This is an optimization exercise on Yosys and OpenROAD, whose aim is small area, not a production implementation. Function was checked by simulation only, so behaviour that the tests miss may differ from the original. The clock port is modelled as an ideal driver, which makes a skipped or thinned clock tree look cheaper than it is; a real chip needs a root buffer or a tree. Power and IR drop assume default switching activity.

== rev 12 ==
==> flow/design.v <==
module dino_game
	(
		input        clk,
		input        resetn,
		input        go,
		input        jump,
		output [7:0] x,
		output [6:0] y,
		output [2:0] colour,
		output       plot
	);
	localparam S_START = 3'b000,
	           S_WAIT  = 3'b001,    
	           S_JUMP  = 3'b010,    
	           S_CHG   = 3'b011,    
	           S_DS    = 3'b100,    
	           S_DC    = 3'b101,    
	           S_DRAW  = 3'b110,
	           S_ERASE = 3'b111;
	reg [2:0]  state;
	reg        is_jump;
	reg [4:0]  L;         
	reg [11:0] U;         
	reg [6:0]  yb;        
	reg        dir;       
	wire drawing = (state == S_DS) | (state == S_DC) | (state == S_DRAW);
	wire finish  = ((U & 12'd3805) == 12'd1620);
	always @(posedge clk) begin
		if (!resetn)
			state <= S_START;
		else case (state)
			S_START: state <= go ? S_START : S_WAIT;
			S_WAIT:  state <= go ? S_DS : S_WAIT;
			S_DS:    state <= S_DRAW;
			S_DC:    state <= S_DRAW;
			S_DRAW:  state <= finish ? S_JUMP : S_DRAW;
			S_JUMP:  state <= is_jump ? S_ERASE : S_JUMP;
			S_ERASE: state <= (&L) ? S_CHG : S_ERASE;
			default: state <= S_DC;
		endcase
	end
	always @(posedge clk) begin
		if (!resetn)
			is_jump <= 1'b0;
		else if (!jump)
			is_jump <= 1'b1;
	end
	always @(posedge clk) begin
		if (!resetn)
			L <= 5'd0;
		else if (state[2])
			L <= L + 1'b1;
	end
	always @(posedge clk) begin
		if (!drawing || finish)
			U <= 12'd0;
		else if (&L)
			U <= {U[10:0], ~(U[11] ^ U[10])};
	end
	reg [4:0] px;
	reg [3:0] dy;
	always @(*) begin
		case (L)
			5'd0:  begin px = 16; dy = 3;  end
			5'd1:  begin px = 15; dy = 6;  end
			5'd2:  begin px = 14; dy = 6;  end
			5'd3:  begin px = 13; dy = 6;  end
			5'd4:  begin px = 16; dy = 6;  end
			5'd5:  begin px = 17; dy = 6;  end
			5'd6:  begin px = 15; dy = 7;  end
			5'd7:  begin px = 15; dy = 8;  end
			5'd8:  begin px = 15; dy = 5;  end
			5'd9:  begin px = 15; dy = 4;  end
			5'd10: begin px = 14; dy = 9;  end
			5'd11: begin px = 16; dy = 9;  end
			5'd12: begin px = 17; dy = 10; end
			5'd13: begin px = 13; dy = 10; end
			5'd14: begin px = 18; dy = 11; end
			5'd15: begin px = 12; dy = 11; end
			default: begin
				px = 5'd13 + L[3:2];
				dy = {2'b00, L[1:0]};
			end
		endcase
	end
	reg [6:0] A;
	always @(*) begin
		if (state == S_CHG)
			A = dir ? 7'd1 : 7'd127;
		else if (state == S_DC)
			A = dir ? 7'd2 : 7'd4;
		else
			A = {3'b000, dy};
	end
	wire [6:0] row = yb + A;
	always @(posedge clk) begin
		if (!resetn) begin
			yb  <= 7'd94;
			dir <= 1'b0;
		end else begin
			if (state == S_CHG)
				yb <= row;
			if (yb[6] & yb[5] & yb[2])                 
				dir <= 1'b0;
			else if (!yb[6] & !yb[3] & !yb[0])         
				dir <= 1'b1;
		end
	end
	wire blank = (state == S_DS);
	assign x = {3'b000, px[4] & !blank, px[3:0]};
	assign y = blank ? 7'd0 : row;
	assign colour = {3{(state == S_DRAW) | ((state == S_ERASE) & (L == 5'd1))}};
	assign plot = state[2];
endmodule
==> flow/config.mk <==
export PLATFORM = sky130hd
export DESIGN_NAME = dino_game
export DESIGN_NICKNAME = dino_game
export VERILOG_FILES = /design/flow/design.v
export SDC_FILE = /design/flow/constraint.sdc
export NUM_CORES = 4
export LEC_CHECK = 0
export ABC_AREA = 1
export CAP_MARGIN = 20
export CORE_MARGIN = 2
export CORE_UTILIZATION = 40
export SLEW_MARGIN = 20
==> flow/constraint.sdc <==
create_clock -name core_clock -period 10.0 [get_ports {clk}]
set_input_delay 2.0000 -clock core_clock [delete_from_list [all_inputs] [get_ports {clk}]]
set_output_delay 2.0000 -clock core_clock [all_outputs]
set_load 0.01 [all_outputs]
standard.sh (not shown) runs the stock make flow with config.mk's settings and CLKGATE_MAP_FILE= SYNTH_SCRIPT=/design/flow/synth_recipe.tcl, a recipe that flattens the netlist after the stock synthesis.
==> flow/flow/run.sh <==
#!/bin/bash
# Own layout flow:
#  1. the standard synthesis (standard.sh synth), unchanged;
#  2. the combinational logic between the registers is re-mapped by ABC for
#     area, from several random seeds; registers keep their cells and names.
#     Each candidate is proved equivalent to the standard netlist (registers
#     paired by name) and the smallest is kept;
#  3. the standard ORFS layout from floorplan on, with buf_1 port buffers and
#     the clock tree made by clock_tree.tcl: two clkbuf_8 fed by the clock
#     port, each driving half of the flip-flops.
set -euo pipefail
W=$PWD
F=$W/flow
R=$W/orfs/results/$FLOW_PLATFORM/dino_game/base
LIB=$FLOW_HOME/platforms/$FLOW_PLATFORM/lib/sky130_fd_sc_hd__tt_025C_1v80.lib
YOSYS=$FLOW_HOME/../tools/install/yosys/bin/yosys
[ -x "$YOSYS" ] || YOSYS=yosys

# 1. standard synthesis
bash standard.sh synth > $W/log_synth.log 2>&1
cp $R/1_2_yosys.v $W/std.v

# 2. re-map
python3 $F/cutff.py $W/std.v $W/std_cut.v
best=""; bestarea=""
run_seed() {
  local s=$1
  printf 'strash\n&get -n\n&deepsyn -T 20 -S %s\n&put\ndch -f\namap\ntopo\n' $s > $W/seed$s.abc
  sed -e "s#@LIB@#$LIB#g" -e "s#@IN@#$W/std.v#g" -e "s#@OUT@#$W/reopt$s.v#g" \
      -e "s#@ABC@#$W/seed$s.abc#g" $F/reopt.ys > $W/reopt$s.ys
  $YOSYS -s $W/reopt$s.ys > $W/log_reopt$s.log 2>&1 || return 0
  # equivalence with the standard netlist, registers cut and paired by name
  python3 $F/cutff.py $W/reopt$s.v $W/reopt${s}_cut.v
  cat > $W/eq$s.ys <<EOS
read_liberty -ignore_miss_func $LIB
read_verilog $W/std_cut.v
rename dino_game gold
read_verilog $W/reopt${s}_cut.v
rename dino_game gate
hierarchy -check
flatten
opt_clean
miter -equiv -flatten gold gate miter
hierarchy -top miter
sat -verify -prove trigger 0 miter
EOS
  if $YOSYS -s $W/eq$s.ys > $W/log_eq$s.log 2>&1; then
    grep -m1 "Chip area" $W/log_reopt$s.log | awk -v s=$s '{print $NF, s}' >> $W/reopt_areas.txt
  fi
}
: > $W/reopt_areas.txt
for s in 1 2 3 4; do run_seed $s & done; wait
for s in 5 6 7 8; do run_seed $s & done; wait
if [ -s $W/reopt_areas.txt ]; then
  s=$(sort -n $W/reopt_areas.txt | head -1 | awk '{print $2}')
  echo "using seed $s: $(sort -n $W/reopt_areas.txt | head -1)" > $W/reopt_choice.txt
  cp $W/reopt$s.v $R/1_2_yosys.v
  rm -f $R/1_synth.odb $R/1_synth.sdc
else
  echo "no re-mapped netlist passed; standard netlist kept" > $W/reopt_choice.txt
fi

# 3. layout
export BUFFER_PORTS_ARGS="-buffer_cell sky130_fd_sc_hd__buf_1"
export PRE_CTS_TCL=$F/clock_tree.tcl
bash standard.sh > $W/log_layout.log 2>&1
Other scripts of this flow, unchanged in this note and not shown: flow/flow/clock_tree.tcl, flow/flow/cutff.py, flow/flow/reopt.ys
The following lists how rev 13 was set up differently from rev 12:
==> flow/design.v <==
module dino_game
	(
		input        clk,
		input        resetn,
		input        go,
		input        jump,
		output [7:0] x,
		output [6:0] y,
		output [2:0] colour,
		output       plot
	);
	localparam S_START = 3'b000,
	           S_WAIT  = 3'b001,    
	           S_JUMP  = 3'b010,    
	           S_CHG   = 3'b011,    
	           S_DS    = 3'b100,    
	           S_DC    = 3'b101,    
	           S_DRAW  = 3'b110,
	           S_ERASE = 3'b111;
	reg [2:0]  state;
	reg        is_jump;
	reg [4:0]  L;         
	reg [11:0] U;         
	reg [5:0]  yb;        
	reg        dir;       
	wire drawing = (state == S_DS) | (state == S_DC) | (state == S_DRAW);
	wire finish  = ((U & 12'd3805) == 12'd1620);
	always @(posedge clk) begin
		if (!resetn)
			state <= S_START;
		else case (state)
			S_START: state <= go ? S_START : S_WAIT;
			S_WAIT:  state <= go ? S_DS : S_WAIT;
			S_DS:    state <= S_DRAW;
			S_DC:    state <= S_DRAW;
			S_DRAW:  state <= finish ? S_JUMP : S_DRAW;
			S_JUMP:  state <= is_jump ? S_ERASE : S_JUMP;
			S_ERASE: state <= (&L) ? S_CHG : S_ERASE;
			default: state <= S_DC;
		endcase
	end
	always @(posedge clk) begin
		if (!resetn)
			is_jump <= 1'b0;
		else if (!jump)
			is_jump <= 1'b1;
	end
	always @(posedge clk) begin
		if (!resetn)
			L <= 5'd0;
		else if (state[2])
			L <= L + 1'b1;
	end
	always @(posedge clk) begin
		if (!drawing || finish)
			U <= 12'd0;
		else if (&L)
			U <= {U[10:0], ~(U[11] ^ U[10])};
	end
	reg [4:0] px;
	reg [3:0] dy;
	always @(*) begin
		case (L)
			5'd0:  begin px = 16; dy = 3;  end
			5'd1:  begin px = 15; dy = 6;  end
			5'd2:  begin px = 14; dy = 6;  end
			5'd3:  begin px = 13; dy = 6;  end
			5'd4:  begin px = 16; dy = 6;  end
			5'd5:  begin px = 17; dy = 6;  end
			5'd6:  begin px = 15; dy = 7;  end
			5'd7:  begin px = 15; dy = 8;  end
			5'd8:  begin px = 15; dy = 5;  end
			5'd9:  begin px = 15; dy = 4;  end
			5'd10: begin px = 14; dy = 9;  end
			5'd11: begin px = 16; dy = 9;  end
			5'd12: begin px = 17; dy = 10; end
			5'd13: begin px = 13; dy = 10; end
			5'd14: begin px = 18; dy = 11; end
			5'd15: begin px = 12; dy = 11; end
			default: begin
				px = 5'd13 + L[3:2];
				dy = {2'b00, L[1:0]};
			end
		endcase
	end
	reg [5:0] A;
	always @(*) begin
		if (state == S_CHG)
			A = dir ? 6'd1 : 6'd63;
		else if (state == S_DC)
			A = dir ? 6'd53 : 6'd55;
		else if (state == S_DS)
			A = 6'd21;
		else
			A = 6'd51 + {2'b00, dy};
	end
	wire [6:0] row = {1'b0, yb} + {1'b0, A};
	always @(posedge clk) begin
		if (!resetn) begin
			yb  <= 6'd43;
			dir <= 1'b0;
		end else begin
			if (state == S_CHG)
				yb <= row[5:0];
			if (yb[0] & yb[4] & yb[5])         
				dir <= 1'b0;
			else if (!yb[2] & !yb[3] & !yb[4] & !yb[5])         
				dir <= 1'b1;
		end
	end
	wire blank = (state == S_DS);
	assign x = {3'b000, px[4] & !blank, px[3:0]};
	assign y = {row[6] & !blank, row[5:0]};
	assign colour = {3{(state == S_DRAW) | ((state == S_ERASE) & (L == 5'd1))}};
	assign plot = state[2];
endmodule
### Flow results
Rev 13 and rev 12 all finish clean.
Rev 13 against rev 12: sequential power share down 7.1 points; post-synthesis cell count down 3; met3 usage up 0.39 points; worst setup slack up 3.4 ps; average routed wire per standard cell down 1.3%.
Summary: worst relative slew slack, rev 13 better than rev 12
Lower share of total power in combinational logic goes to rev 12 over rev 13.
Looking at capture point of the critical path, the y[6] result is from rev 12; the y[5] one comes from rev 13.
In every run of this note, the design's own scripts or RTL, not TritonCTS, make the clock network.

[static timing again, ports no longer ideal]
How much do the figures lean on ideal ports? The routed layouts below were timed once more, with nothing changed but the port constraints.
Step 1 assumes that a clkbuf_16 drives the clock port and a buf_2 every other input.
Step 2 adds t to the input delays and takes it off the output delays; t is the mean of the earliest and latest rising clock arrival at the registers after step 1. Input paths then give back, and output paths get back, about the clock's delay inside the block.
Three values: no drivers, after step 1, after step 2; two values: the first two.
| run | shift t [ns] | slack for setup (ns) | hold slack, ns | worst register clock-pin slew, ns |
|---|---|---|---|---|
| rev 12 | 0.182 | 4.439 / 4.406 / 4.588 | 0.454 / 0.454 / 0.454 | 0.10 / 0.10 |
| rev 13 | 0.180 | 4.442 / 4.411 / 4.591 | 0.456 / 0.456 / 0.456 | 0.09 / 0.09 |
After both steps every run listed still meets setup and hold.
